This design comes from an exercise in tuning for small area on the open sky130 flow, not from production work.
In this exercise RTL edits were held to simulation tests only and were not proved equivalent to the original.
Power figures rest on the tool's default switching activity, not on a simulated workload.

==> design/flow/design.v <==
`timescale 1ns / 1ps
module line_buffer #(
    parameter WIDTH=8,
    parameter DEPTH=512,
    parameter LINE_BITS=10
)
(
    input clk,
    input reset,     
    input [WIDTH-1:0] data_in,  
    input data_in_valid, 
    output [WIDTH-1:0]  data_out,
    output data_out_done
    );
reg [WIDTH-1:0] line [DEPTH-1:0];
reg [LINE_BITS-1:0] wrPntr;  
reg [LINE_BITS-1:0] rdPntr;  
reg [LINE_BITS-1:0] cnt;  
reg done;
assign data_out = line[rdPntr];
always @(posedge clk) begin
    if (reset) begin
        done <= 0;
    end
    else begin
        done <= (cnt == DEPTH) ? 1:0;
    end 
end   
assign data_out_done = done;        
always @(posedge clk) begin : counter
    if (reset) begin
        cnt <= 0;
    end else begin
        if (data_in_valid==1) begin
            cnt <= (cnt == DEPTH) ? cnt:cnt+1;
        end
    end
end
always @(posedge clk) begin : write_pointer_logic
    if(reset) begin
        wrPntr <= 0;
    end else begin 
        if(data_in_valid==1) begin 
            line[wrPntr] <= data_in;
            wrPntr <= (wrPntr == DEPTH-1) ? 0:wrPntr+1;
        end 
    end                    
end
always @(posedge clk) begin : read_pointer_logic
    if(reset) begin 
        rdPntr <= 0;
    end else begin
        if(data_in_valid==1) begin 
            if (cnt == DEPTH) begin
                rdPntr <= (rdPntr == DEPTH-1)? 0:rdPntr+1;
            end
        end
    end                    
end
endmodule
`timescale 1ns / 1ps
module buffer_controller #(
    parameter WIDTH = 8,
    parameter DEPTH = 512,  
    parameter LINE_BITS = 10   
)
(
    input clk,
    input reset,
    input [WIDTH-1:0] data_in,
    input  data_in_valid,
    output  [WIDTH-1 :0] data_out_0,
    output  [WIDTH-1 :0] data_out_1,
    output  [WIDTH-1 :0] data_out_2,
    output data_out_valid
);
wire [WIDTH-1:0] line0_data_out;
wire [WIDTH-1:0] line1_data_out;
wire line0_data_out_ready;
wire line1_data_out_ready;
line_buffer #(
    .WIDTH(WIDTH),
    .DEPTH(DEPTH),
    .LINE_BITS(LINE_BITS)
)
inst0
(
    .clk(clk),
    .reset(reset),     
    .data_in(data_in),  
    .data_in_valid(data_in_valid),    
    .data_out(line0_data_out),   
    .data_out_done(line0_data_out_ready)  
    );
line_buffer #(
    .WIDTH(WIDTH),
    .DEPTH(DEPTH),
    .LINE_BITS(LINE_BITS)
)
inst1
(
    .clk(clk),
    .reset(reset),     
    .data_in(line0_data_out),  
    .data_in_valid(line0_data_out_ready),    
    .data_out(line1_data_out),
    .data_out_done(line1_data_out_ready)
    );
assign data_out_0 = data_in;
assign data_out_1 = line0_data_out;
assign data_out_2 = line1_data_out;
assign data_out_valid = line0_data_out_ready;
endmodule
`timescale 1ns / 1ps
module data_modulate#(
    parameter WIDTH = 8,
    parameter ROWS = 512,  
    parameter COLS = 512,  
    parameter LINE_BITS = 10  
)    
(
    input clk,
    input reset,
    input  [WIDTH-1 :0] data_in_0,
    input  [WIDTH-1 :0] data_in_1,
    input  [WIDTH-1 :0] data_in_2,
    input data_in_valid,
    output  [WIDTH-1 :0] data_out_0,
    output  [WIDTH-1 :0] data_out_1,
    output  [WIDTH-1 :0] data_out_2,
    output  [WIDTH-1 :0] data_out_3,
    output  [WIDTH-1 :0] data_out_4,
    output  [WIDTH-1 :0] data_out_5,
    output  [WIDTH-1 :0] data_out_6,
    output  [WIDTH-1 :0] data_out_7,
    output  [WIDTH-1 :0] data_out_8,
    output  data_out_done
    );
reg [WIDTH-1 :0] data_0;
reg [WIDTH-1 :0] data_1;
reg [WIDTH-1 :0] data_2;
reg [WIDTH-1 :0] data_3;
reg [WIDTH-1 :0] data_4;
reg [WIDTH-1 :0] data_5;
reg [WIDTH-1 :0] data_6;
reg [WIDTH-1 :0] data_7;
reg [WIDTH-1 :0] data_8;
reg [WIDTH-1 :0] cnt;
reg [LINE_BITS-1:0] iRows, iCols;
reg [WIDTH-1 :0] data_out0;
reg [WIDTH-1 :0] data_out1;
reg [WIDTH-1 :0] data_out2;
reg [WIDTH-1 :0] data_out3;
reg [WIDTH-1 :0] data_out4;
reg [WIDTH-1 :0] data_out5;
reg [WIDTH-1 :0] data_out6;
reg [WIDTH-1 :0] data_out7;
reg [WIDTH-1 :0] data_out8;
assign data_out_0 = data_out0;  
assign data_out_1 = data_out1;
assign data_out_2 = data_out2;
assign data_out_3 = data_out3;
assign data_out_4 = data_out4;
assign data_out_5 = data_out5;
assign data_out_6 = data_out6;
assign data_out_7 = data_out7;
assign data_out_8 = data_out8;
always @(posedge clk) begin
    if (reset) begin
        iRows <= 0;
        iCols <= 0;
    end else begin
        if (data_out_done ==1) begin
            iCols <= (iCols ==COLS-1) ? 0:iCols+1;
            if (iCols ==COLS-1) begin
                iRows <= (iRows==ROWS-1) ? 0:iRows + 1;
            end 
        end 
    end  
end
assign data_out_done = (cnt ==2) ? 1:0;
always @(posedge clk) begin
    if (reset) begin
        cnt <= 0;
    end else begin
        if (data_in_valid ==1) begin
            cnt <= (cnt ==2)? cnt: cnt+1;
        end 
    end         
end
always @(*) begin
    if (reset) begin
        data_out0<=0;
        data_out1<=0;
        data_out2<=0;
        data_out3<=0;
        data_out4<=0;
        data_out5<=0;
        data_out6<=0;
        data_out7<=0;
        data_out8<=0;
    end  else begin
        data_out0<=0;
        data_out1<=0;
        data_out2<=0;
        data_out3<=0;
        data_out4<=0;
        data_out5<=0;
        data_out6<=0;
        data_out7<=0;
        data_out8<=0;
        if (data_out_done==1) begin
            if (iRows ==0 && iCols ==0) 
            begin  
                data_out0<=0;
                data_out1<=0;
                data_out2<=0;
                data_out3<=0;
                data_out4<=data_4;
                data_out5<=data_5;
                data_out6<=0;
                data_out7<=data_7;
                data_out8<=data_8;
            end 
            else if (iRows ==0 && iCols >0 && iCols < COLS-1) 
            begin   
                data_out0<=0;
                data_out1<=0;
                data_out2<=0;
                data_out3<=data_3;
                data_out4<=data_4;
                data_out5<=data_5;
                data_out6<=data_6;
                data_out7<=data_7;
                data_out8<=data_8;
            end 
            else if (iRows ==0 && iCols == COLS-1) 
            begin   
                data_out0<=0;
                data_out1<=0;
                data_out2<=0;
                data_out3<=data_3;
                data_out4<=data_4;
                data_out5<=0;
                data_out6<=data_6;
                data_out7<=data_7;
                data_out8<=0;
            end 
            else if (iRows >0 && iRows < ROWS-1 && iCols ==0) 
            begin   
                data_out0<=0;
                data_out1<=data_1;
                data_out2<=data_2;
                data_out3<=0;
                data_out4<=data_4;
                data_out5<=data_5;
                data_out6<=0;
                data_out7<=data_7;
                data_out8<=data_8;
            end
            else if (iRows >0 && iRows < ROWS-1 && iCols >0 && iCols < COLS-1) 
            begin   
                data_out0<=data_0;
                data_out1<=data_1;
                data_out2<=data_2;
                data_out3<=data_3;
                data_out4<=data_4;
                data_out5<=data_5;
                data_out6<=data_6;
                data_out7<=data_7;
                data_out8<=data_8;
            end                        
            else if (iRows > 0 && iRows < ROWS-1 &&  iCols == COLS-1) 
            begin   
                data_out0<=data_0;
                data_out1<=data_1;
                data_out2<=0;
                data_out3<=data_3;
                data_out4<=data_4;
                data_out5<=0;
                data_out6<=data_6;
                data_out7<=data_7;
                data_out8<=0;
            end                        
            else if (iRows ==ROWS-1 && iCols ==0) 
            begin   
                data_out0<=0;
                data_out1<=data_1;
                data_out2<=data_2;
                data_out3<=0;
                data_out4<=data_4;
                data_out5<=data_5;
                data_out6<=0;
                data_out7<=0;
                data_out8<=0;
            end                        
            else if (iRows == ROWS-1  && iCols >0 && iCols < COLS-1) 
            begin   
                data_out0<=data_0;
                data_out1<=data_1;
                data_out2<=data_2;
                data_out3<=data_3;
                data_out4<=data_4;
                data_out5<=data_5;
                data_out6<=0;
                data_out7<=0;
                data_out8<=0;
            end                        
            else if (iRows ==ROWS-1  && iCols == COLS-1)
            begin   
                data_out0<=data_0;
                data_out1<=data_1;
                data_out2<=0;
                data_out3<=data_3;
                data_out4<=data_4;
                data_out5<=0;
                data_out6<=0;
                data_out7<=0;
                data_out8<=0;
            end                        
        end 
    end 
end 
always @(posedge clk) begin
    if (reset) begin
        data_0 <= 0;
        data_1 <= 0;
        data_2 <= 0;
        data_3 <= 0;
        data_4 <= 0;
        data_5 <= 0;
        data_6 <= 0;
        data_7 <= 0;
        data_8 <= 0;
    end else begin
        if (data_in_valid==1) begin
            data_0<= data_1;
            data_1<= data_2;
            data_2<= data_in_2;
            data_3<= data_4;
            data_4<= data_5;
            data_5<= data_in_1;
            data_6<= data_7;
            data_7<= data_8;
            data_8<= data_in_0;
        end  
    end
end 
endmodule
`timescale 1ns / 1ps
module filter_data_buffer #(
    parameter WIDTH = 8,
    parameter DEPTH = 512,
    parameter LINE_BITS = 10,
    parameter ROWS = 512,
    parameter COLS = 512
)
(
    input clk,
    input reset, 
    input [WIDTH-1:0] data_in,  
    input data_in_done,
    output  [WIDTH-1 :0] data_out_0,
    output  [WIDTH-1 :0] data_out_1,
    output  [WIDTH-1 :0] data_out_2,
    output  [WIDTH-1 :0] data_out_3,
    output  [WIDTH-1 :0] data_out_4,
    output  [WIDTH-1 :0] data_out_5,
    output  [WIDTH-1 :0] data_out_6,
    output  [WIDTH-1 :0] data_out_7,
    output  [WIDTH-1 :0] data_out_8,
    output   data_out_done
    );
wire [WIDTH-1 :0] double_line_fifo_data0;
wire [WIDTH-1 :0] double_line_fifo_data1;
wire [WIDTH-1 :0] double_line_fifo_data2;
wire double_line_fifo_done;
buffer_controller #(
    .WIDTH(WIDTH),
    .DEPTH(DEPTH), 
    .LINE_BITS(LINE_BITS) 
)
inst0
(
    .clk(clk),
    .reset(reset),
    .data_in(data_in),
    .data_in_valid(data_in_done),
    .data_out_0(double_line_fifo_data0),
    .data_out_1(double_line_fifo_data1),
    .data_out_2(double_line_fifo_data2),
    .data_out_valid(double_line_fifo_done)
);
data_modulate #(
    .WIDTH(WIDTH),
    .ROWS(ROWS),  
    .COLS(COLS),  
    .LINE_BITS(LINE_BITS)  
)    inst1
(
    .clk(clk),
    .reset(reset),
    .data_in_0(double_line_fifo_data0),
    .data_in_1(double_line_fifo_data1),
    .data_in_2(double_line_fifo_data2),
    .data_in_valid(double_line_fifo_done),
    .data_out_0(data_out_0),
    .data_out_1(data_out_1),
    .data_out_2(data_out_2),
    .data_out_3(data_out_3),
    .data_out_4(data_out_4),
    .data_out_5(data_out_5),
    .data_out_6(data_out_6),
    .data_out_7(data_out_7),
    .data_out_8(data_out_8),
    .data_out_done(data_out_done)
    );
endmodule
`timescale 1ns / 1ps
module mult_addition2 #(
    parameter WIDTH=8
)(
    input clk,
    input reset, 
    input  [WIDTH-1 :0] data_in_0,
    input  [WIDTH-1 :0] data_in_1,
    input  [WIDTH-1 :0] data_in_2,
    input  [WIDTH-1 :0] data_in_3,
    input  [WIDTH-1 :0] data_in_4,
    input  [WIDTH-1 :0] data_in_5,
    input  [WIDTH-1 :0] data_in_6,
    input  [WIDTH-1 :0] data_in_7,
    input  [WIDTH-1 :0] data_in_8,
    input  data_in_done,
    output reg [WIDTH-1 :0] data_out,
    output data_out_done     
    );
reg [11:0] g_p;
reg [11:0] g_n;
reg [11:0] g_d;
reg [11:0] d0, d1, d2, d3, d4, d5, d6, d7, d8;
reg [11:0] sum;
reg [3:0] done_shift;
always @(posedge clk) begin
    if (reset) begin 
        g_p <= 0;
        g_n <= 0;
    end  else begin 
        g_p <= (data_in_4 *4) + data_in_4;  
        g_n <= data_in_1 + data_in_3 + data_in_5 + data_in_7;  
    end
end 
always @(posedge clk) begin
    if (reset) begin 
        g_d <= 0;
    end  else begin 
        if (g_p>g_n) begin
            if (g_p-g_n >=255) begin
                g_d<= 255;
            end else begin
                g_d <= g_p-g_n;
            end
        end else begin
            g_d<= 0;
        end
    end 
end    
always @(posedge clk) begin
    if (reset) begin 
        sum <= 0;
    end  else begin 
        sum<= g_d;
    end 
end 
always @(posedge clk) begin
    if (reset) begin 
        data_out <= 0;
    end  else begin 
        data_out<= sum[7:0];
    end 
end 
always @(posedge clk) begin
    if (reset) begin 
        done_shift <= 0;
    end  else begin 
        done_shift<= {done_shift[2:0], data_in_done};
    end 
end    
assign data_out_done = done_shift[3];
endmodule
`timescale 1ns / 1ps
module filter_kernel #(
    parameter WIDTH = 8,
    parameter DEPTH = 6,
    parameter LINE_BITS = 10,
    parameter ROWS = 5,
    parameter COLS = 6
)
(
    input clk,     
    input reset,   
    input [WIDTH-1:0] data_in,
    input data_in_done,
    output [WIDTH-1:0] data_out,
    output data_out_done
    );
wire [WIDTH-1:0] data [0:8];    
wire filter_data_buffer_done;    
filter_data_buffer #(
    .WIDTH(WIDTH),
    .DEPTH(DEPTH),
    .LINE_BITS(LINE_BITS),
    .ROWS(ROWS),
    .COLS(COLS)
)
inst0
(
    .clk(clk),
    .reset(reset),
    .data_in(data_in),  
    .data_in_done(data_in_done),
    .data_out_0(data[0]),
    .data_out_1(data[1]),
    .data_out_2(data[2]),
    .data_out_3(data[3]),
    .data_out_4(data[4]),
    .data_out_5(data[5]),
    .data_out_6(data[6]),
    .data_out_7(data[7]),
    .data_out_8(data[8]),
    .data_out_done(filter_data_buffer_done)
    );
mult_addition2 #(
    .WIDTH(WIDTH)
)
inst1
(
    .clk(clk),
    .reset(reset),
    .data_in_0(data[0]),
    .data_in_1(data[1]),
    .data_in_2(data[2]),
    .data_in_3(data[3]),
    .data_in_4(data[4]),
    .data_in_5(data[5]),
    .data_in_6(data[6]),
    .data_in_7(data[7]),
    .data_in_8(data[8]),
    .data_in_done(filter_data_buffer_done),
    .data_out(data_out),
    .data_out_done(data_out_done)     
    );    
endmodule
`timescale 1ns / 1ps
module rgb2gray #(
    parameter WIDTH = 8
)
(
    input clk,
    input reset,
    input [WIDTH-1:0] r_data_in,
    input [WIDTH-1:0] g_data_in,
    input [WIDTH-1:0] b_data_in,
    input [1:0] mode,  
    input data_in_done,
    output reg [WIDTH-1:0] data_out,
    output reg data_out_done
    );
always @(posedge clk) 
begin 
    if (reset) 
    begin 
        data_out <= 0;
        data_out_done<= 0;
    end else 
        begin 
            if (data_in_done) 
            begin
                case (mode) 
                0: begin 
                    data_out<= r_data_in;
                end
                1: begin 
                    data_out<= g_data_in;
                end             
                2: begin 
                    data_out<= b_data_in;
                end             
                3: begin                                              
                    data_out <= (r_data_in>>2) + (r_data_in>>5) + (g_data_in>>1) + (g_data_in>>4) + (b_data_in>>4) + (b_data_in>>5);
                end
                endcase                                            
                data_out_done<= 1;
            end
            else 
            begin 
                data_out <=0;
                data_out_done<= 0;
            end  
        end
end 
endmodule
`timescale 1ns / 1ps
module channels2RGB #(
    parameter WIDTH = 8
)
(
    input clk,
    input reset,
    input [WIDTH-1:0] r_data_in,  
    input [WIDTH-1:0] g_data_in,  
    input [WIDTH-1:0] b_data_in,  
    input data_in_done, 
    output reg [WIDTH-1:0] r_data_out,
    output reg [WIDTH-1:0] g_data_out,
    output reg [WIDTH-1:0] b_data_out,
    output reg data_out_done
    );
always @(posedge clk) begin 
    if (reset) begin
        r_data_out <= 8'd0;
        g_data_out <= 8'd0;
        b_data_out <= 8'd0;
        data_out_done <= 1'b0;
    end else begin 
    if (data_in_done) begin 
        r_data_out <= r_data_in;
        g_data_out <= g_data_in;
        b_data_out <= b_data_in;
    end 
    data_out_done <= data_in_done;
    end
end     
endmodule
`timescale 1ns / 1ps
module filter_mod #( 
    parameter WIDTH = 8, 
    parameter DEPTH = 64,
    parameter LINE_BITS = 10,
    parameter ROWS = 48,
    parameter COLS = 64
)
(
    input clk,     
    input reset,   
    input [WIDTH-1:0] r_data_in,
    input [WIDTH-1:0] g_data_in,
    input [WIDTH-1:0] b_data_in,
    input data_in_done,
    output [WIDTH-1:0] r_data_out,
    output [WIDTH-1:0] g_data_out,
    output [WIDTH-1:0] b_data_out,
    output data_out_done
    );
wire [WIDTH-1:0] r_channel_i;
wire [WIDTH-1:0] g_channel_i;     
wire [WIDTH-1:0] b_channel_i;     
wire r_channel_i_done;
wire b_channel_i_done;
wire g_channel_i_done;
wire [WIDTH-1:0] r_channel_filtered_o;     
wire [WIDTH-1:0] g_channel_filtered_o;
wire [WIDTH-1:0] b_channel_filtered_o;
wire r_channel_filtered_o_done;
wire g_channel_filtered_o_done;
wire b_channel_filtered_o_done;
rgb2gray #(
    .WIDTH(WIDTH)
)
inst0
(
    .clk(clk),
    .reset(reset),
    .r_data_in(r_data_in),
    .g_data_in(g_data_in),
    .b_data_in(b_data_in),
    .mode(2'b00),
    .data_in_done(data_in_done),
    .data_out(r_channel_i),
    .data_out_done(r_channel_i_done)
    );
rgb2gray #(
    .WIDTH(WIDTH)
)
inst1
(
    .clk(clk),
    .reset(reset),
    .r_data_in(r_data_in),
    .g_data_in(g_data_in),
    .b_data_in(b_data_in),
    .mode(2'b01),
    .data_in_done(data_in_done),
    .data_out(g_channel_i),
    .data_out_done(g_channel_i_done)
    );
rgb2gray #(
    .WIDTH(WIDTH)
)
inst2
(
    .clk(clk),
    .reset(reset),
    .r_data_in(r_data_in),
    .g_data_in(g_data_in),
    .b_data_in(b_data_in),
    .mode(2'b10),
    .data_in_done(data_in_done),
    .data_out(b_channel_i),
    .data_out_done(b_channel_i_done)
    );    
filter_kernel #(
    .WIDTH(WIDTH),
    .DEPTH(DEPTH),
    .LINE_BITS(LINE_BITS),
    .ROWS(ROWS),
    .COLS(COLS)
)
inst3
(
    .clk(clk),
    .reset(reset),
    .data_in(r_channel_i),
    .data_in_done(r_channel_i_done),
    .data_out(r_channel_filtered_o),
    .data_out_done(r_channel_filtered_o_done)
    );    
filter_kernel #(
    .WIDTH(WIDTH),
    .DEPTH(DEPTH),
    .LINE_BITS(LINE_BITS),
    .ROWS(ROWS),
    .COLS(COLS)
)
inst4
(
    .clk(clk),
    .reset(reset),
    .data_in(g_channel_i),
    .data_in_done(g_channel_i_done),
    .data_out(g_channel_filtered_o),
    .data_out_done(g_channel_filtered_o_done)
    );    
filter_kernel #(
    .WIDTH(WIDTH),
    .DEPTH(DEPTH),
    .LINE_BITS(LINE_BITS),
    .ROWS(ROWS),
    .COLS(COLS)
)
inst5
(
    .clk(clk),
    .reset(reset),
    .data_in(b_channel_i),
    .data_in_done(b_channel_i_done),
    .data_out(b_channel_filtered_o),
    .data_out_done(b_channel_filtered_o_done)
    );    
channels2RGB #(
    .WIDTH(WIDTH)
)
inst6
(
    .clk(clk),
    .reset(reset),
    .r_data_in(b_channel_filtered_o),
    .g_data_in(g_channel_filtered_o),
    .b_data_in(r_channel_filtered_o),
    .data_in_done(r_channel_filtered_o_done),
    .r_data_out(r_data_out),
    .g_data_out(g_data_out),
    .b_data_out(b_data_out),
    .data_out_done(data_out_done)
    );
endmodule
==> design/flow/run.sh <==
#!/bin/bash
# synth_recipe.tcl (not shown) runs the flow's synth.tcl, then flattens the netlist and writes it again
# the make line also repeats each setting of config.mk as NAME=value (left out here)
make -C /OpenROAD-flow-scripts/flow DESIGN_CONFIG=/design/flow/config.mk WORK_HOME=/design/flow/orfs CLKGATE_MAP_FILE= SYNTH_SCRIPT=/design/flow/synth_recipe.tcl finish
==> design/flow/config.mk <==
export PLATFORM = sky130hd
export DESIGN_NAME = filter_mod
export DESIGN_NICKNAME = filter_mod
export VERILOG_FILES = /design/flow/design.v
export SDC_FILE = /design/flow/constraint.sdc
export NUM_CORES = 4
export LEC_CHECK = 0
export CAP_MARGIN = 20
export CORE_MARGIN = 2
export CORE_UTILIZATION = 40
export SLEW_MARGIN = 20
==> design/flow/constraint.sdc <==
create_clock -name core_clock -period 6.0 [get_ports {clk}]
set_input_delay 1.2000 -clock core_clock [delete_from_list [all_inputs] [get_ports {clk}]]
set_output_delay 1.2000 -clock core_clock [all_outputs]
set_load 0.01 [all_outputs]
==> results of run 1 <==
[cells in the final DEF, fill, tap and decap left out, types with 21 or more instances in the layout]
master           count
dfxtp_2             33
nor4_1              30
clkdlybuf4s50_1     50
clkbuf_16          387
clkbuf_1            73
o22ai_1             61
buf_4              122
and2_1             129
nor3_1              90
and3_1              52
a22oi_1            120
or3_1               29
o21ai_0             53
mux2i_1            536
fa_1                54
a22o_1              37
nand2_1            362
mux2_2              30
clkinv_1            65
inv_1              195
dfxtp_1            594
a31oi_1             53
clkinvlp_4          21
mux4_2             655
bufinv_16           31
edfxtp_1          3072
a21o_1              22
nand4_1             88
nand2b_1            32
a211oi_1            40
nor2b_1            153
xnor2_1             98
a21oi_1            164
nor2_1             963
clkinv_2            71
ha_1               117
xor2_1             164
nand3_1            130
[worst paths after layout]
kind	start	to	slack, ps
worst min-delay path	inst4.inst1.sum[3]	inst4.inst1.data_out[3]	430
worst max-delay path	inst3.inst0.inst1.cnt[1]	inst3.inst1.g_n[9]	760
worst min register to register	inst4.inst1.sum[3]	inst4.inst1.data_out[3]	430
worst max register to register	inst3.inst0.inst1.cnt[1]	inst3.inst1.g_n[9]	760
[where the power goes]
part | switching (mW) | leakage (nW) | total, mW | internal [mW]
logic | 0.397 | 12.9 | 0.471 | 0.0738
registers | 0.0121 | 33.6 | 27.8 | 27.8
clock network | 9.66 | 5.93 | 23.0 | 13.4
total | 10.1 | 52.5 | 51.3 | 41.2
[worst max-delay path, stage by stage, from the launching register on]
cell and delay [ps]:
dfxtp_1 440, ha_1 190, nor4b_1 330, nand2_1 330, a2111oi_2 480, a21boi_1 570
and2_1 230, fa_1 430, fa_1 440, ha_1 220, fa_1 460, a21o_1 170
a21oi_1 220, o21bai_1 90, a21oi_1 220, o21bai_1 90, a21oi_1 150, nor2_1 50
[layout make-up]
cell class                 count  area (sq um)
inverter                     206           776
fill                       31400        202000
multi-input combinational   4498         40200
clock buffer                 479         10200
tap                         4837          6050
sequential                  3714        105000
antenna                        1          2.50
timing repair buffer         195          1890
clock inverter               206          1950
[registers in the layout, summed over array words and instances, names as in the netlist, 11 cells and up, named ones only]
| register | cells |
|---|---|
| inst3.inst0.inst0.inst1.line | 512 |
| inst3.inst0.inst0.inst0.line | 512 |
| inst4.inst0.inst0.inst1.line | 512 |
| inst4.inst1.g_p | 11 |
| inst5.inst1.g_p | 11 |
| inst4.inst0.inst0.inst0.line | 512 |
| inst3.inst1.g_p | 11 |
| inst5.inst0.inst0.inst1.line | 512 |
| inst5.inst0.inst0.inst0.line | 512 |
[routing by layer]
metal	vias to the layer above	GRT usage (%)
li1	34400	-
met5	-	0
met3	417	2.58
met4	0	4.34
met1	40000	24.6
met2	2249	28.1
[kinds of logic after synthesis]
logic type,Yosys count,share of synthesized area [%]
xor gates and xnor gates,262,1.55
adders and majority gates,171,1.72
AOI/OAI and AO/OA,691,3.17
buffers and inverters,653,1.85
muxes,1221,13.8
and+or+nand+nor,2153,6.77
DFF,3714,71.1
==> impl_metrics.toml, run 1 <==
[outcome]
status = "complete, no violations"

[job]
maxCapViolCount = 0

[detailed_routing]
final_antenna_net_count = 0
highest_layer = "met4"
wl_per_cell_microns = 23.4
wl_met3_microns = 19200
drtPass1Iterations = 5
wl_microns = 331000
route.detailed.drc = 0
vias = 77000
viasPerCell = 5.45
wl_met2_microns = 158000
met1_length_microns = 147000
drt_iter0_markers = 6972

[floorplanning]
core_area_sq_um = 368000
die_area_sq_um = 374000
start_util_pct = 40.1
die_height_microns = 612
fp-row-count = 223
die_w_microns = 612
ios = 52

[logic_synthesis]
yosysSeqAreaShare_pct = 71.1
syn_nets = 9063
ys_top_cells_by_area = "edfxtp_1 62%, mux4_2 10%, dfxtp_1 8.7%"
syn_inst = 8865
synth_most_common_cell = "edfxtp_1"
syn-cell-area_sq_um = 148000
synth-async-reset-ratio_pct = 0
avgSynthCellArea_sq_um = 16.7
ys_top_cells_by_count = "3,072 x edfxtp_1, 968 x nor2_1, 655 x mux4_2"
yosys.area.top_type_share_pct = 62.4
synth_flop_cell = "edfxtp_1"
ys_types = 81
yosysTopAreaCell = "edfxtp_1"
ys_ff_latch = 3714
yosys_warnings = 6
synth_edf_count = 3072

[timing]
relSlewSlack_pct = 26.7
fin_skew_ps = 41.3
whs_ps = 433
slew_violations = 0
setup_tns_ps = 0
rsz0062_at_grt = "false"
timing.final.ws_setup_ps = 764
setup_viol = 0
tightest_slew_ps = 1100
fmax_ghz = 0.191
fin_crit_ps = 5240
hold_viol_final = 0
fin_crit_sh_pct = 87.3

[power]
power.total_mw = 51.3
total_leakage_power_nw = 52.5
p_per_area_nw_per_um2 = 308
irDropWorstVdd_mv = 0.226

[placed_design]
gp_congestion = 0.826
port_buffers = 51
hpwl_microns = 207000
dp_slack_ps = 557
dp.cells = 13400
placed_area_sq_um = 154000

[setup_path]
worstPathArrival_ps = 6010
worstSetupPathType = "register to register"
cp.required_ps = 6770
endpoint_kind = "register"
start_kind = "register"
reg2reg_depth = 17
critPathMaxFanout = 10

[clock_network]
clkSlewWorstSetupHoldPaths_ps = 60
clk_latency_ps = 930
cts_sinks = 3714
clock-root-buffer = "clkbuf_16"
cts_tree = "done"
cts_hold_buf = 0
clockBufferDepth = 4
ctsResizeCount = 0
cts.htree.levels = 5
cts_made_buffers = 370
postCtsSetupRepairBufs = 0

[final_layout]
finish.instance_area_sq_um = 166000
final_core_util_pct = 45.2
nets = 9183
fin_cells = 14100
syn_to_final_growth_pct = 12.5
drive_gt1_share_pct = 16.1

[global_route]
grt_max_degree = 110
antenna_found_initial = 2
grt_pass1_wl_microns = 498000
grt_overflow = 0
grt_pass1_vias = 78200
track_usage_pct = 17.4

[min_path]
whs_path_depth = 1
hp-class = "register to register"
==> inputs of run 2 (changes only) <==
==> design/flow/design.v (replaced) <==
`timescale 1ns / 1ps
module filter_mod #(
    parameter WIDTH = 8,
    parameter DEPTH = 64,
    parameter LINE_BITS = 10,
    parameter ROWS = 48,
    parameter COLS = 64
)
(
    input clk,
    input reset,
    input [WIDTH-1:0] r_data_in,
    input [WIDTH-1:0] g_data_in,
    input [WIDTH-1:0] b_data_in,
    input data_in_done,
    output [WIDTH-1:0] r_data_out,
    output [WIDTH-1:0] g_data_out,
    output [WIDTH-1:0] b_data_out,
    output data_out_done
);
localparam TAPS = 2 * COLS;
reg [3*WIDTH-1:0] hist [0:TAPS-1];
wire [3*WIDTH-1:0] pix_in = {r_data_in, g_data_in, b_data_in};
integer k;
always @(posedge clk) begin
    hist[0] <= pix_in;
    for (k = 1; k < TAPS; k = k + 1)
        hist[k] <= hist[k-1];
end
reg [5:0] col;       
reg [5:0] row;       
reg       line_in;   
reg       run;       
always @(posedge clk) begin
    if (reset) begin
        col <= 6'd0;
        row <= 6'd0;
        line_in <= 1'b0;
        run <= 1'b0;
    end else if (data_in_done) begin
        col <= col + 6'd1;
        if (run && col == 6'd0)
            row <= (row == ROWS-1) ? 6'd0 : row + 6'd1;
        if (col == COLS-1)
            line_in <= 1'b1;
        if (line_in)
            run <= 1'b1;
    end
end
assign data_out_done = data_in_done & run;
wire top_row = (row == 6'd0);
wire bot_row = (row == ROWS-1);
wire lft_col = (col == 6'd1);    
wire rgt_col = (col == 6'd0);    
wire [3*WIDTH-1:0] p_below  = pix_in;
wire [3*WIDTH-1:0] p_right  = hist[COLS-2];
wire [3*WIDTH-1:0] p_centre = hist[COLS-1];
wire [3*WIDTH-1:0] p_left   = hist[COLS];
wire [3*WIDTH-1:0] p_above  = hist[TAPS-1];
function [WIDTH-1:0] sharpen;
    input [WIDTH-1:0] c, l, r, a, b;
    reg [11:0] s;    
    begin
        s = {2'b00, c, 2'b00} + {4'b0000, c}
          - {4'b0000, l} - {4'b0000, r}
          - {4'b0000, a} - {4'b0000, b};
        if (s[11])
            sharpen = {WIDTH{1'b0}};
        else if (s[10:8] != 3'b000)
            sharpen = {WIDTH{1'b1}};
        else
            sharpen = s[7:0];
    end
endfunction
genvar ch;
generate
    for (ch = 0; ch < 3; ch = ch + 1) begin : chan
        wire [WIDTH-1:0] c = p_centre[ch*WIDTH +: WIDTH];
        wire [WIDTH-1:0] l = lft_col ? {WIDTH{1'b0}} : p_left[ch*WIDTH +: WIDTH];
        wire [WIDTH-1:0] r = rgt_col ? {WIDTH{1'b0}} : p_right[ch*WIDTH +: WIDTH];
        wire [WIDTH-1:0] a = top_row ? {WIDTH{1'b0}} : p_above[ch*WIDTH +: WIDTH];
        wire [WIDTH-1:0] b = bot_row ? {WIDTH{1'b0}} : p_below[ch*WIDTH +: WIDTH];
        wire [WIDTH-1:0] y = sharpen(c, l, r, a, b);
    end
endgenerate
assign r_data_out = chan[0].y;
assign g_data_out = chan[1].y;
assign b_data_out = chan[2].y;
endmodule
==> run 2 against run 1 <==
Clock skew up 14 ps. Register-to-register slack better by 3200 ps. Via count down 68%. Flip-flop and latch count down 628. Setup slack worse by 1400 ps. Now fails the layout checks on negative setup slack. Hold slack worse by 160 ps. Maximum frequency down 21%. Routed wire length down 76%. Design area down 51%. Final cell count down 54%. Sequential power down 24%. Largest power group unchanged.
==> impl_metrics.toml, run 2 <==
[outcome]
status = "finished with violations"
so_faults = "negative setup slack"

[final_layout]
final_core_util_pct = 48.9
syn_to_final_growth_pct = 21.4
final_cell_mix = "3,080 x dfxtp_1, 297 x clkbuf_16, 120 x inv_1"
nets = 4301
fill_cells = 13700
fin_cells = 6525
drive_gt1_share_pct = 16.2
top_register = "hist"
reg.largest.list = "hist (3072), col (6), row (6)"
layout_commonest_cell = "dfxtp_1"
largest_reg_flops = 3072

[power]
netSwitchingFraction_pct = 18.7
pwr-share-seq_pct = 53.8
intPower_mw = 31.7
p_per_area_nw_per_um2 = 483
total_leakage_power_nw = 33.2
switchingPower_mw = 7.31
p_clk_share_pct = 45.3
comb_power_share_pct = 0.9
irDropWorstVdd_mv = 0.318

[min_path]
hp-class = "register to register"

[setup_path]
path_cells = "nor4_4 > buf_4 > nand2_4 > buf_12 > and2_4 > fa_1 > inv_2 > fa_1 > fa_1 > ha_4 > a21o_4 > a21o_1 > a221oi_4 > xnor2_2 > nor3_4 > buf_12 > a21oi_2 > buf_2"
slowest_stage = "fa_1"
worst-path-buf-inv = 5
start_kind = "register"
critPathTopFamily = "adder cells"
endpoint_kind = "primary output"
critPathMaxStageDelay_ps = 610
critPathMaxFanout = 6
cp.required_ps = 4800
worstSetupPathType = "register to primary output"
worstPathArrival_ps = 5440
cp_common_cell = "fa_1"

[detailed_routing]
wl_per_cell_microns = 12.2
route.detailed.drc = 0
wl_microns = 79500
viasPerCell = 3.77
drtPass1Iterations = 4
vias = 24600
final_antenna_net_count = 0
drt_iter0_markers = 921

[global_route]
grt_pass1_wl_microns = 131000
grt_overflow = 0
grt_pass1_vias = 25300
grt_max_degree = 17
track_usage_pct = 9.68
antenna_found_initial = 4

[logic_synthesis]
avgSynthCellArea_sq_um = 18.1
syn_inst = 3675
syn-cell-area_sq_um = 66600
synth_most_common_cell = "dfxtp_1"
ys_top_cells_by_count = "3,086 x dfxtp_1, 131 x inv_1, 90 x fa_1"
ys_top_cells_by_area = "dfxtp_1 93%, fa_1 2.7%, ha_1 0.94%"
yosys.area.top_type_share_pct = 92.8
ys_types = 39
synth-async-reset-ratio_pct = 0
ys_ff_latch = 3086
yosysTopAreaCell = "dfxtp_1"
syn_nets = 3842
synth_edf_count = 0
yosys_warnings = 2
yosysSeqAreaShare_pct = 92.8
synth_flop_cell = "dfxtp_1"

[floorplanning]
die_area_sq_um = 170000
fp-row-count = 149
ios = 52
die_height_microns = 412
core_area_sq_um = 165000
die_w_microns = 412
start_util_pct = 40.3

[timing]
fin_crit_ps = 6640
fin_crit_sh_pct = 111
setup_viol = 24
whs_ps = 275
timing.final.ws_setup_ps = -636
relSlewSlack_pct = 63.6
slew_violations = 0
fmax_ghz = 0.151
hold_viol_final = 0
rsz0062_at_grt = "true"
tightest_slew_ps = 544
fin_skew_ps = 55.3

[clock_network]
clk_latency_ps = 890
cts_hold_buf = 0
clkSlewWorstSetupHoldPaths_ps = 60
cts.htree.levels = 5
clockBufferDepth = 4
cts_tree = "done"
cts_sinks = 3086
clock-root-buffer = "clkbuf_16"
cts_made_buffers = 289

[placed_design]
dp.cells = 6011
dp_slack_ps = -948
port_buffers = 51
hpwl_microns = 42000
gp_congestion = 0.746

[job]
maxCapViolCount = 0
run 2: what timing repair did:
item | CTS | global route
hold endpoints to repair | 0 | 0
pin swaps | 55 | 45
buffers inserted | 19 | 3
gates resized for setup | 205 | 35
gates cloned | 2 | 0
endpoints found under the setup margin | 24 | 24
run 2: power by group through the flow:
| stage | combinational, mW | clock (mW) | sequential [mW] |
|---|---|---|---|
| floorplan | 0.118 | 0 | 21.4 |
| finish | 0.345 | 17.7 | 21.0 |
| detailed placement | 0.278 | 0 | 21.5 |
| CTS | 0.346 | 18.3 | 21.0 |
| global placement | 0.276 | 0 | 21.5 |
| global route | 0.376 | 19.1 | 21.0 |
run 2: worst register-to-register path, delay by kind of cell (launching register included):
family / cells / cell delay [ps]
compound gates: 1 / 140
flops: 1 / 340
buf+inv: 4 / 460
simple gates: 4 / 1030
run 2: layer usage:
metal / GRT usage [%] / wire length (microns)
met5: 0 / 12
met4: 4.40 / 2530
met3: 3.22 / 4850
met2: 12.6 / 30100
met1: 14.4 / 42000
run 2: area by class of cell:
type / count / area, sq um / area share (%)
Multi-Input combinational cell: 448 / 4800 / 5.93
Antenna cell: 2 / 5.00 / 0.00619
Inverter: 131 / 492 / 0.608
Tap cell: 2189 / 2740 / 3.39
Clock inverter: 78 / 972 / 1.20
Sequential cell: 3086 / 61800 / 76.4
Clock buffer: 413 / 8460 / 10.5
Timing Repair Buffer: 178 / 1570 / 1.94
run 2: final timing paths:
| kind | from | end | slack [ps] | depth (start not counted) |
|---|---|---|---|---|
| max | col[4] | r_data_out[1] | -640 | 18 |
| min | hist[123][17] | hist[124][17] | 280 | 0 |
| max reg2reg | col[4] | row[5] | 3970 | 9 |
| min reg2reg | hist[123][17] | hist[124][17] | 280 | 0 |
run 2: through the flow:
step / instance area, sq um / setup TNS [ps] / power [mW]
after floorplan: 66600 / 0 / 21.5
after global placement: 70700 / -18360 / 21.7
after detailed placement: 70700 / -20850 / 21.7
after CTS: 80700 / -15620 / 39.6
after global routing: 80800 / -20560 / 40.5
final: 80800 / -14490 / 39.0
run 2: cell families after synthesis:
group / count (synthesis) / synth area share (%)
compound gates: 102 / 0.956
fa+ha+maj: 140 / 3.64
buf+inv: 141 / 0.797
flops: 3086 / 92.8
simple gates: 166 / 1.30
mux: 1 / 0.0150
xor+xnor: 39 / 0.513
==> inputs of run 3 (changes only) <==
--- a/design/flow/design.v
+++ b/design/flow/design.v
@@ -48,5 +48,4 @@
     end
 end
-assign data_out_done = data_in_done & run;
 wire top_row = (row == 6'd0);
 wire bot_row = (row == ROWS-1);
@@ -84,6 +83,20 @@
     end
 endgenerate
-assign r_data_out = chan[0].y;
-assign g_data_out = chan[1].y;
-assign b_data_out = chan[2].y;
+reg [WIDTH-1:0] r_q, g_q, b_q;
+reg done_q;
+always @(posedge clk) begin
+    r_q <= chan[0].y;
+    g_q <= chan[1].y;
+    b_q <= chan[2].y;
+end
+always @(posedge clk) begin
+    if (reset)
+        done_q <= 1'b0;
+    else
+        done_q <= data_in_done & run;
+end
+assign r_data_out = r_q;
+assign g_data_out = g_q;
+assign b_data_out = b_q;
+assign data_out_done = done_q;
 endmodule
--- a/design/flow/config.mk
+++ b/design/flow/config.mk
@@ -6,6 +6,10 @@
 export NUM_CORES = 4
 export LEC_CHECK = 0
+export ABC_AREA = 1
 export CAP_MARGIN = 20
 export CORE_MARGIN = 2
-export CORE_UTILIZATION = 40
+export CORE_UTILIZATION = 70
+export CTS_CLUSTER_DIAMETER = 50
+export CTS_CLUSTER_SIZE = 30
+export PLACE_DENSITY = 0.8
 export SLEW_MARGIN = 20
==> run 3 against run 2 <==
Now clean on timing, DRC and antenna. Clock power fell by 33%. Clock skew fell by 19 ps. Final cell count shrank 16%. Via count up 3.6%. Register-to-register slack got worse by 3600 ps. Flip-flop and latch count up 25. Power is 15% lower. Synthesized cell count up 6.5%. Largest power group unchanged.
==> impl_metrics.toml, run 3 <==
[outcome]
status = "complete, no violations"

[timing]
relSlewSlack_pct = 52.3
fin_skew_ps = 36.0
setup_viol = 0
fin_crit_sh_pct = 93.4
setup_tns_ps = 0
fmax_ghz = 0.178
hold_viol_final = 0
tightest_slew_ps = 713
slew_violations = 0
timing.final.ws_setup_ps = 395
fin_crit_ps = 5610
rsz0062_at_grt = "false"

[final_layout]
final_core_util_pct = 77.6
layout_commonest_cell = "dfxtp_1"
final_cell_mix = "3,111 x dfxtp_1, 225 x inv_1, 224 x nand2_1"
fill_cells = 4734
nets = 4275
drive_gt1_share_pct = 6.44
syn_to_final_growth_pct = 10.5
fin_cells = 5483
diodes = 0
largest_reg_flops = 3072
finish.instance_area_sq_um = 74700
top_register = "hist"

[logic_synthesis]
ys_ff_latch = 3111
yosysTopAreaCell = "dfxtp_1"
yosys_warnings = 2
syn_nets = 4081
syn_inst = 3914
ys_types = 33
ys_top_cells_by_area = "dfxtp_1 92%, fa_1 2.7%, inv_1 1.2%"
yosysSeqAreaShare_pct = 92.1
synth-async-reset-ratio_pct = 0
synth_flop_cell = "dfxtp_1"
ys_top_cells_by_count = "3,111 x dfxtp_1, 225 x inv_1, 224 x nand2_1"
yosys.area.top_type_share_pct = 92.1
syn-cell-area_sq_um = 67600
synth_edf_count = 0
synth_most_common_cell = "dfxtp_1"
avgSynthCellArea_sq_um = 17.3

[min_path]
hp-start = "hist[58][22]"
whs_path_depth = 0
min_to = "hist[59][22]"
hp-class = "register to register"

[setup_path]
slowest_stage = "fa_1"
critPathMaxFanout = 13
endpoint_kind = "register"
r2r_start = "row[1]"
cp.required_ps = 6620
reg2reg_to = "r_q[4]"
start_kind = "register"
rrSetupSlack_ps = 390
worstSetupPathType = "register to register"
cp_common_cell = "nand2_1"
reg2reg_depth = 23
worstPathArrival_ps = 6230
path_cells = "ha_1 > inv_1 > nor3_1 > nand3_2 > clkinv_1 > nor2_1 > fa_1 > inv_1 > fa_1 > inv_1 > fa_1 > inv_1 > ha_1 > nand2_1 > nand2_1 > nand2_1 > nand2_1 > nand2_1 > nand3_1 > nand2_1 > nand3_1 > nor2_4 > a21oi_1"
critPathMaxStageDelay_ps = 580

[detailed_routing]
vias = 25500
route.detailed.drc = 0
drt_iter0_markers = 1639
wl_per_cell_microns = 18.9
drtPass1Iterations = 5
final_antenna_net_count = 0
viasPerCell = 4.65
wl_microns = 104000

[job]
maxCapViolCount = 0

[floorplanning]
fp-row-count = 114
die_height_microns = 315
core_area_sq_um = 96300
ios = 52
die_area_sq_um = 99100
start_util_pct = 70.2
die_w_microns = 315

[power]
irDropWorstVdd_mv = 0.359
total_leakage_power_nw = 31.1
p_per_area_nw_per_um2 = 446

[placed_design]
hpwl_microns = 51300
gp_congestion = 0.777
placed_area_sq_um = 69700
dp_slack_ps = 875
dp.cells = 5237
port_buffers = 51

[clock_network]
clk_latency_ps = 800
cts_made_buffers = 145
cts_tree = "done"
cts.htree.levels = 4
postCtsSetupRepairBufs = 0
clkSlewWorstSetupHoldPaths_ps = 110
ctsResizeCount = 0
cts_hold_buf = 0
clockBufferDepth = 3
clock-root-buffer = "clkbuf_16"
cts_sinks = 3111

[global_route]
grt_pass1_vias = 28100
grt_max_degree = 31
track_usage_pct = 21.7
antenna_found_initial = 1
grt_overflow = 0
grt_pass1_wl_microns = 163000
==> run 3: cell count changes in the layout (fill, tap and decap cells not counted), sizes merged, moves of 25 or more <==
cell,change
clkbuf,-256
nand2,+156
buf,-145
inv,+125
and2,-49
nand3,+35
nor2,+33
dfxtp,+25
==> run 3: layer usage <==
| layer | vias up | global-route usage, % | wire length (microns) |
|---|---|---|---|
| met1 | 12400 | 28.3 | 44300 |
| met4 | 2 | 8.15 | 3180 |
| met3 | 224 | 4.18 | 4660 |
| met5 | - | 0 | 13 |
| met2 | 612 | 36.5 | 51500 |
| li1 | 12300 | - | - |
==> run 3: cell families (layout without fill, tap and decap cells) <==
family,after synthesis,count (layout),synth area share (%)
flip-flops,3111,3111,92.1
AND/OR/NAND/NOR,344,344,2.26
buffers and inverters,238,531,1.33
adder cells (fa/ha/maj),140,140,3.59
AO/OA/AOI/OAI,58,58,0.451
XOR/XNOR,23,23,0.298
==> run 3: power breakdown <==
group,total [mW],switching (mW),internal (mW)
Combinational,0.239,0.159,0.0802
Sequential,21.2,0.141,21.1
Clock,11.9,6.65,5.27
==> run 3: metrics by stage <==
stage | hold slack [ps] | power, mW
floorplan | 310 | 21.7
global placement | 310 | 21.8
detailed placement | 312 | 21.9
CTS | 302 | 33.6
global route | 305 | 34.3
finish | 309 | 33.4
==> run 3: final cells by class <==
| cell class | count | area, sq um | area share (%) |
|---|---|---|---|
| sequential | 3111 | 62300 | 83.3 |
| inverter | 229 | 860 | 1.15 |
| tap | 1276 | 1600 | 2.14 |
| multi-input combinational | 565 | 4460 | 5.97 |
| timing repair buffer | 56 | 548 | 0.733 |
| clock inverter | 89 | 1230 | 1.64 |
| clock buffer | 157 | 3780 | 5.05 |
==> run 3: worst max-delay path: cells and delay by family, from the launching register on <==
kind	cells	cell delay [ps]
AND/OR/NAND/NOR	12	2090
buffers and inverters	5	640
flip-flops	1	380
adder cells (fa/ha/maj)	5	2210
AO/OA/AOI/OAI	1	120
==> run 3: worst max path at each step <==
stage                       from      to  slack, ps  depth (start not counted)
CTS                       row[1]  r_q[4]        520                         23
global route              row[1]  b_q[1]        230                         25
floorplan           r_data_in[2]  b_q[0]       1860                         21
finish                    row[1]  r_q[4]        390                         23
detailed placement  g_data_in[4]  g_q[3]        880                         18
global placement    g_data_in[2]  g_q[5]        990                         18
==> inputs of run 4 (changes only) <==
==> design/flow/config.mk (replaced) <==
export PLATFORM = sky130hd
export DESIGN_NAME = filter_mod
export DESIGN_NICKNAME = filter_mod
export VERILOG_FILES = /design/flow/design.v
export SDC_FILE = /design/flow/constraint.sdc
export NUM_CORES = 4
export LEC_CHECK = 0
export CAP_MARGIN = 20
export CORE_MARGIN = 2
export CORE_UTILIZATION = 40
export SLEW_MARGIN = 20
==> run 4 against run 3 <==
Power rose by 15%. Hold slack lost 28 ps. Critical path depth down 7. Largest cell class unchanged. Synthesized cell count fell by 5.3%. Design area increased by 6.2%. Critical path type unchanged. Core utilization down 30 points. Critical endpoint is now g_q[2]. Flip-flop and latch count unchanged. Maximum frequency increased by 6.1%. Clock power up 44%.
==> impl_metrics.toml, run 4 <==
[outcome]
status = "complete, no violations"

[placed_design]
dp.cells = 5958
gp_congestion = 0.738
hpwl_microns = 42800
dp_slack_ps = 632
port_buffers = 51

[clock_network]
cts_hold_buf = 0
cts_sinks = 3111
cts.htree.levels = 5
cts_made_buffers = 282
clk_latency_ps = 880
clkSlewWorstSetupHoldPaths_ps = 60
ctsResizeCount = 0
clockBufferDepth = 4
postCtsSetupRepairBufs = 0
clock-root-buffer = "clkbuf_16"
cts_tree = "done"

[timing]
fin_skew_ps = 45.6
timing.final.ws_setup_ps = 719
tightest_slew_ps = 1010
hold_viol_final = 0
fin_crit_ps = 5280
fmax_ghz = 0.189
fin_crit_sh_pct = 88.0
setup_tns_ps = 0
slew_violations = 0
relSlewSlack_pct = 32.7
setup_viol = 0
rsz0062_at_grt = "false"

[final_layout]
nets = 4205
final_cell_mix = "3,111 x dfxtp_1, 285 x clkbuf_16, 137 x inv_1"
top_register = "hist"
drive_gt1_share_pct = 10.4
syn_to_final_growth_pct = 18.3
layout_commonest_cell = "dfxtp_1"
fill_cells = 13900
largest_reg_flops = 3072
fin_cells = 6429

[setup_path]
critPathMaxFanout = 15
start_kind = "register"
path_cells = "nor4_2 > nand2_1 > buf_4 > nand2_1 > fa_1 > fa_1 > inv_1 > fa_1 > inv_1 > ha_1 > a21oi_1 > o211ai_1 > a31oi_1 > o21ai_0 > a21oi_1 > a21oi_1"
worstPathArrival_ps = 5970
slowest_stage = "nand2_1"
cp.required_ps = 6690
worstSetupPathType = "register to register"
endpoint_kind = "register"
critPathMaxStageDelay_ps = 670

[global_route]
antenna_found_initial = 3
grt_max_degree = 27
grt_pass1_wl_microns = 128000
grt_overflow = 0
grt_pass1_vias = 25000
track_usage_pct = 9.49

[logic_synthesis]
synth_flop_cell = "dfxtp_1"
yosysTopAreaCell = "dfxtp_1"
ys_types = 33
ys_top_cells_by_area = "dfxtp_1 93%, fa_1 2.7%, ha_1 0.93%"
ys_top_cells_by_count = "3,111 x dfxtp_1, 137 x inv_1, 90 x fa_1"
yosys_warnings = 2
yosysSeqAreaShare_pct = 92.9
syn-cell-area_sq_um = 67100
ys_ff_latch = 3111
yosys.area.top_type_share_pct = 92.9
avgSynthCellArea_sq_um = 18.1
syn_inst = 3708
synth-async-reset-ratio_pct = 0
synth_edf_count = 0
synth_most_common_cell = "dfxtp_1"
syn_nets = 3875

[floorplanning]
fp-row-count = 150
die_w_microns = 413
start_util_pct = 40.2
ios = 52
die_height_microns = 413
core_area_sq_um = 167000
die_area_sq_um = 171000

[detailed_routing]
wl_microns = 78100
drt_iter0_markers = 815
viasPerCell = 3.77
route.detailed.drc = 0
vias = 24200
wl_per_cell_microns = 12.1
drtPass1Iterations = 4
final_antenna_net_count = 0

[power]
netSwitchingFraction_pct = 18.7
switchingPower_mw = 7.18
p_per_area_nw_per_um2 = 484
pwr-share-seq_pct = 55.1
comb_power_share_pct = 0.5
p_clk_share_pct = 44.4
irDropWorstVdd_mv = 0.318
total_leakage_power_nw = 32.4
intPower_mw = 31.3

[job]
maxCapViolCount = 0

[min_path]
hp-class = "register to register"
==> run 4: final timing paths <==
path	depth (start not counted)	from	end	slack (ps)
worst max-delay path	16	col[5]	g_q[2]	720
worst min-delay path	0	hist[6][9]	hist[7][9]	280
worst max register to register	16	col[5]	g_q[2]	720
worst min register to register	0	hist[6][9]	hist[7][9]	280
==> run 4: metrics by stage <==
stage / utilization, % / power, mW / hold WS [ps] / cell area [sq um]
6_report: 47.6 / 38.4 / 280 / 79300
4_1_cts: 47.6 / 39.0 / 272 / 79300
3_5_place_dp: 42.2 / 21.8 / 312 / 70300
3_3_place_gp: 42.2 / 21.8 / 309 / 70300
2_1_floorplan: - / 21.7 / 310 / 67100
5_1_grt: 47.6 / 39.9 / 291 / 79300
==> run 4: cell families (layout without fill, tap and decap cells) <==
family,count (synthesis),in the layout,share of synthesized area [%]
flip-flops,3111,3111,92.9
AND/OR/NAND/NOR,168,168,1.21
buffers and inverters,147,660,0.823
adder cells (fa/ha/maj),140,140,3.62
AO/OA/AOI/OAI,101,101,0.944
XOR/XNOR,39,39,0.509
multiplexers,2,2,0.0299
other,0,4,0
==> run 4: critical path, delay by kind of cell (launching register included) <==
family / cells / cell delay, ps
buffers and inverters: 3 / 550
AND/OR/NAND/NOR: 3 / 1130
AO/OA/AOI/OAI: 6 / 1440
flip-flops: 1 / 340
adder cells (fa/ha/maj): 4 / 1650
==> run 4: cell type report <==
cell class	instances	area [sq um]	area share [%]
flip-flops and latches	3111	62300	78.5
clock buffers	391	8100	10.2
multi-input cells	450	4230	5.33
well taps	2204	2760	3.48
clock inverters	76	908	1.14
repair buffers	56	548	0.691
inverters	137	514	0.648
diodes	4	10.0	0.0126
==> run 4: power by group through the flow <==
stage	Clock (mW)	Sequential (mW)	Combinational (mW)
floorplan	0	21.6	0.121
CTS	17.6	21.2	0.191
finish	17.1	21.2	0.189
detailed placement	0	21.6	0.190
global placement	0	21.6	0.185
global route	18.4	21.2	0.213
==> run 4: per-layer routing <==
| layer | global-route usage, % | wire (microns) | part of all wire, % |
|---|---|---|---|
| met4 | 4.76 | 2610 | 3.3 |
| met5 | 0 | 0 | 0 |
| met2 | 12.5 | 29800 | 38 |
| met1 | 14.0 | 41600 | 53 |
| met3 | 2.78 | 4010 | 5.1 |
==> inputs of run 5 (changes only) <==
==> design/flow/flow/run.sh (new file) <==
#!/bin/bash
# The standard layout, with clock tree synthesis told not to add dummy loads.
set -euo pipefail
export CTS_ARGS="-sink_clustering_enable -repair_clock_nets -dont_use_dummy_load -sink_clustering_size 30 -sink_clustering_max_diameter 50"
bash standard.sh > standard_flow.log 2>&1
==> design/flow/standard.sh (new file) <==
#!/bin/bash
# synth_recipe.tcl (not shown) runs the flow's synth.tcl, then flattens the netlist and writes it again
# the make line also repeats each setting of config.mk as NAME=value (left out here)
make -C /OpenROAD-flow-scripts/flow DESIGN_CONFIG=/design/flow/config.mk WORK_HOME=/design/flow/orfs CLKGATE_MAP_FILE= SYNTH_SCRIPT=/design/flow/synth_recipe.tcl "${@:-finish}"
--- a/design/flow/config.mk
+++ b/design/flow/config.mk
@@ -6,6 +6,8 @@
 export NUM_CORES = 4
 export LEC_CHECK = 0
+export ABC_AREA = 1
 export CAP_MARGIN = 20
 export CORE_MARGIN = 2
-export CORE_UTILIZATION = 40
+export CORE_UTILIZATION = 70
+export PLACE_DENSITY = 0.8
 export SLEW_MARGIN = 20
removed: design/flow/run.sh
==> run 5 against run 4 <==
Flip-flop and latch count did not move. Maximum frequency fell by 3.3%. Routed wire length rose by 26%. Design area fell by 7.5%. Setup slack got worse by 180 ps. Hold slack got worse by 30 ps. Clock skew rose by 41 ps. Global-route usage rose by 11 points. Clock-buffer cell count fell by 246. Core utilization rose by 29 points. Sequential share of layout area rose by 6.4 points. Critical endpoint is now b_q[1].
==> impl_metrics.toml, run 5 <==
[logic_synthesis]
yosysSeqAreaShare_pct = 92.1
yosysTopAreaCell = "dfxtp_1"
ys_top_cells_by_count = "3,111 x dfxtp_1, 225 x inv_1, 224 x nand2_1"
ys_ff_latch = 3111
syn_inst = 3914
syn_nets = 4081
synth_most_common_cell = "dfxtp_1"
ys_top_cells_by_area = "dfxtp_1 92%, fa_1 2.7%, inv_1 1.2%"
synth_edf_count = 0
ys_types = 33
avgSynthCellArea_sq_um = 17.3
syn-cell-area_sq_um = 67600
yosys_warnings = 2
synth-async-reset-ratio_pct = 0
synth_flop_cell = "dfxtp_1"
yosys.area.top_type_share_pct = 92.1

[timing]
setup_tns_ps = 0
tightest_slew_ps = 699
hold_viol_final = 0
setup_viol = 0
rsz0062_at_grt = "false"
slew_violations = 0
fmax_ghz = 0.183
relSlewSlack_pct = 53.2
fin_skew_ps = 86.4
whs_ps = 250
fin_crit_sh_pct = 91.0
fin_crit_ps = 5460

[global_route]
use_met3_pct = 4.04
grt_pass1_vias = 27200
grt_max_degree = 31
grt_pass1_wl_microns = 156000
antenna_found_initial = 3
grt_overflow = 0
grt.busiest_layer = "met2"
track_usage_pct = 20.8
gr-usage-met2_pct = 35.0
gr-usage-met1_pct = 27.4

[final_layout]
diodes = 0
syn_to_final_growth_pct = 8.48
top_register = "hist"
final_core_util_pct = 76.2
drive_gt1_share_pct = 4.26
final_cell_mix = "3,111 x dfxtp_1, 225 x inv_1, 224 x nand2_1"
largest_reg_flops = 3072
nets = 4275
fin_cells = 5382
layout_commonest_cell = "dfxtp_1"

[power]
irDropWorstVdd_mv = 0.344
total_leakage_power_nw = 30.5
power.total_mw = 31.6
p_per_area_nw_per_um2 = 430

[floorplanning]
core_area_sq_um = 96300
die_height_microns = 315
fp-row-count = 114
die_area_sq_um = 99100
ios = 52
start_util_pct = 70.2
die_w_microns = 315

[detailed_routing]
viasPerCell = 4.64
route.detailed.drc = 0
drtPass1Iterations = 5
drt_iter0_markers = 1538
wl_microns = 98600
vias = 25000
wl_per_cell_microns = 18.3
final_antenna_net_count = 0

[clock_network]
cts_made_buffers = 145
cts.htree.levels = 4
clk_latency_ps = 770
cts_tree = "done"
cts_sinks = 3111
clockBufferDepth = 3
clock-root-buffer = "clkbuf_16"
postCtsSetupRepairBufs = 0
cts_hold_buf = 0
ctsResizeCount = 0
clkSlewWorstSetupHoldPaths_ps = 100

[placed_design]
dp.cells = 5237
hpwl_microns = 51300
gp_congestion = 0.777
port_buffers = 51

[job]
maxCapViolCount = 0

[setup_path]
critPathMaxStageDelay_ps = 550
worst-path-buf-inv = 7
endpoint_kind = "register"
worstSetupPathType = "register to register"
worstPathArrival_ps = 6130
start_kind = "register"
critPathTopFamily = "adder cells"
slowest_stage = "fa_1"
critPathMaxFanout = 13
cp.required_ps = 6670

[min_path]
hp-class = "register to register"

[outcome]
status = "complete, no violations"
run 5: cell types whose count changed after synthesis, moves of 9 or more:
| cell | change |
|---|---|
| nand2_1 | +140 |
| inv_1 | +88 |
| and2_1 | -36 |
| nand3_1 | +25 |
| nor2_1 | +22 |
| xnor2_1 | -14 |
| a21o_1 | -9 |
| a21oi_1 | -9 |
run 5: per-layer routing:
| metal | vias up | part of all wire (%) |
|---|---|---|
| met5 | - | 0.010 |
| met1 | 12100 | 44 |
| met2 | 528 | 49 |
| met3 | 218 | 4.4 |
| met4 | 2 | 2.7 |
| li1 | 12100 | - |
run 5: final cells by class:
class	count	area, sq um
clock buffer	145	3630
fill	4920	22900
inverter	229	860
multi-input combinational	565	4460
sequential	3111	62300
tap	1276	1600
timing repair buffer	56	548
run 5: path summary, 6_finish.rpt:
| kind | start | to | slack (ps) | depth (start not counted) |
|---|---|---|---|---|
| worst max-delay path | row[1] | b_q[1] | 540 | 25 |
| worst min-delay path | hist[58][22] | hist[59][22] | 250 | 0 |
| worst max register to register | row[1] | b_q[1] | 540 | 25 |
| worst min register to register | hist[58][22] | hist[59][22] | 250 | 0 |
run 5: logic make-up (layout without fill, tap and decap cells):
kind of cell	Yosys count	after routing	synth area share (%)
AOI/OAI and AO/OA	58	58	0.451
xor gates and xnor gates	23	23	0.298
DFF	3111	3111	92.1
and+or+nand+nor	344	344	2.26
adders and majority gates	140	140	3.59
buffers and inverters	238	430	1.33
run 5: power breakdown:
part           internal (mW)  total (mW)  switching, mW  leakage (nW)
clock network           4.33        10.1           5.79          1.79
registers               21.1        21.2          0.134          25.5
logic                 0.0792       0.230          0.151          3.19
total                   25.5        31.6           6.07          30.5
run 5: worst reg2reg max path, cell delays in order (launching register included):
cell and delay [ps]:
dfxtp_1 390, ha_1 230, inv_1 60, nor3_1 270, nand3_2 460, clkinv_1 350
nor2_1 180, fa_1 530, inv_1 80, fa_1 530, inv_1 80, fa_1 550
inv_1 50, ha_1 370, nand2_1 130, inv_1 70, nand2_1 90, nand2_1 90
nand2_1 120, nand3_1 100, nand2_1 130, nand2_4 70, nor2_8 140, nand3_1 150
nand2_1 110, inv_1 50
run 5: stage by stage:
stage | setup slack [ps] | area [sq um]
after floorplan | 1860 | 67600
after global placement | 989 | 69700
after detailed placement | 875 | 69700
after CTS | 608 | 73400
after global routing | 246 | 73400
final | 539 | 73400
==> inputs of run 6 (changes only) <==
--- a/design/flow/config.mk
+++ b/design/flow/config.mk
@@ -6,8 +6,7 @@
 export NUM_CORES = 4
 export LEC_CHECK = 0
-export ABC_AREA = 1
 export CAP_MARGIN = 20
 export CORE_MARGIN = 2
-export CORE_UTILIZATION = 70
-export PLACE_DENSITY = 0.8
+export CORE_UTILIZATION = 85
+export PLACE_DENSITY = 0.9
 export SLEW_MARGIN = 20
==> run 6 against run 5 <==
The run now fails in detailed placement (3_5_place_dp). Synthesized area is 0.85% lower. Synthesized cell count is 5.3% lower.
==> impl_metrics.toml, run 6 <==
[outcome]
status = "aborted with a tool error"
haltStage = "detailed placement (3_5_place_dp)"
error_line = "Error: detail_place.tcl, 38 bad optional access"

[placed_design]
port_buffers = 51
gp_congestion = 0.809

[logic_synthesis]
ys_top_cells_by_count = "3,111 x dfxtp_1, 137 x inv_1, 90 x fa_1"
synth_most_common_cell = "dfxtp_1"
synth.area.mux_share_pct = 0.0299
syn-cell-area_sq_um = 67100
ys_ff_latch = 3111
synth_fa_ha_area_share_pct = 3.62
synthSimpleGateAreaFrac_pct = 1.21
yosys.area.top_type_share_pct = 92.9
synth_flop_cell = "dfxtp_1"
ys_types = 33
synth-async-reset-ratio_pct = 0
avgSynthCellArea_sq_um = 18.1
synth_top_family_by_area = "adder cells"
yosysSeqAreaShare_pct = 92.9
synth_compound_area_share_pct = 0.944
ys_top_cells_by_area = "dfxtp_1 93%, fa_1 2.7%, ha_1 0.93%"
syn_nets = 3875
yosysTopAreaCell = "dfxtp_1"
syn_inst = 3708
yosys_warnings = 2
synth_edf_count = 0
synth_xor_area_share_pct = 0.509

[floorplanning]
start_util_pct = 85.4
die_w_microns = 285
fp-row-count = 103
ios = 52
die_height_microns = 285
-- run 6: cell count changes after synthesis, moves of 4 or more --
| cell | delta |
|---|---|
| nand2_1 | -140 |
| inv_1 | -88 |
| and2_1 | +36 |
| nand3_1 | -25 |
| nor2_1 | -22 |
| xnor2_1 | +14 |
| a21o_1 | +9 |
| a21oi_1 | +9 |
| o211ai_1 | +7 |
| nand3_2 | -6 |
| nor2_4 | -5 |
| nor3_1 | -5 |
| clkbuf_1 | +4 |
-- run 6: cells by family after synthesis --
| kind of cell | Yosys count |
|---|---|
| DFF | 3111 |
| and+or+nand+nor | 168 |
| buffers and inverters | 147 |
| adders and majority gates | 140 |
| AOI/OAI and AO/OA | 101 |
| xor gates and xnor gates | 39 |
| muxes | 2 |
-- run 6: per-stage QoR --
stage | hold slack [ps] | std cells | instance area [sq um] | setup slack (ps)
3_3_place_gp | 310 | 4803 | 68900 | 738
2_1_floorplan | 310 | 3708 | 67100 | 1480
-- run 6: power groups by stage --
stage | Clock (mW) | Combinational, mW | Sequential, mW
2_1_floorplan | 0 | 0.121 | 21.6
3_3_place_gp | 0 | 0.180 | 21.6
-- run 6: worst max-delay path by stage --
stage                     startpoint      to  slack (ps)  depth (start not counted)
after floorplan         g_data_in[2]  g_q[0]        1480                         14
after global placement  r_data_in[4]  b_q[2]         740                         15

[what the ideal ports hide]
How much do the figures lean on ideal ports? The routed layouts below were timed once more, with nothing changed but the port constraints. Step 1: set_driving_cell puts a clkbuf_16 on clk and a buf_2 on each other input, an assumption about the parent block. Step 2 times the ports against the registers' clock, not the clock port: input delays grow and output delays shrink by t, the midpoint of the rising clock arrivals with the driver on. Three values: ideal, step 1, step 2; two values: the first two.
| run | shift t [ns] | slack for setup (ns) | worst setup path after step 2 | latest minus earliest clock arrival (ns) |
|---|---|---|---|---|
| run 1 | 1.007 | 0.764 / 0.764 / 0.493 | input to register | 0.048 / 0.048 |
| run 2 | 0.923 | -0.636 / -0.704 / -0.461 | input to output | 0.074 / 0.073 |
| run 3 | 0.839 | 0.395 / 0.395 / 0.395 | register to register | 0.053 / 0.053 |
| run 4 | 0.917 | 0.719 / 0.719 / 0.589 | input to register | 0.062 / 0.061 |
| run 5 | 0.802 | 0.539 / 0.539 / 0.487 | input to register | 0.093 / 0.094 |
The setup slack of run 1, which loses most, moves by 0.000 ns with the drivers and by -0.271 ns with both steps.
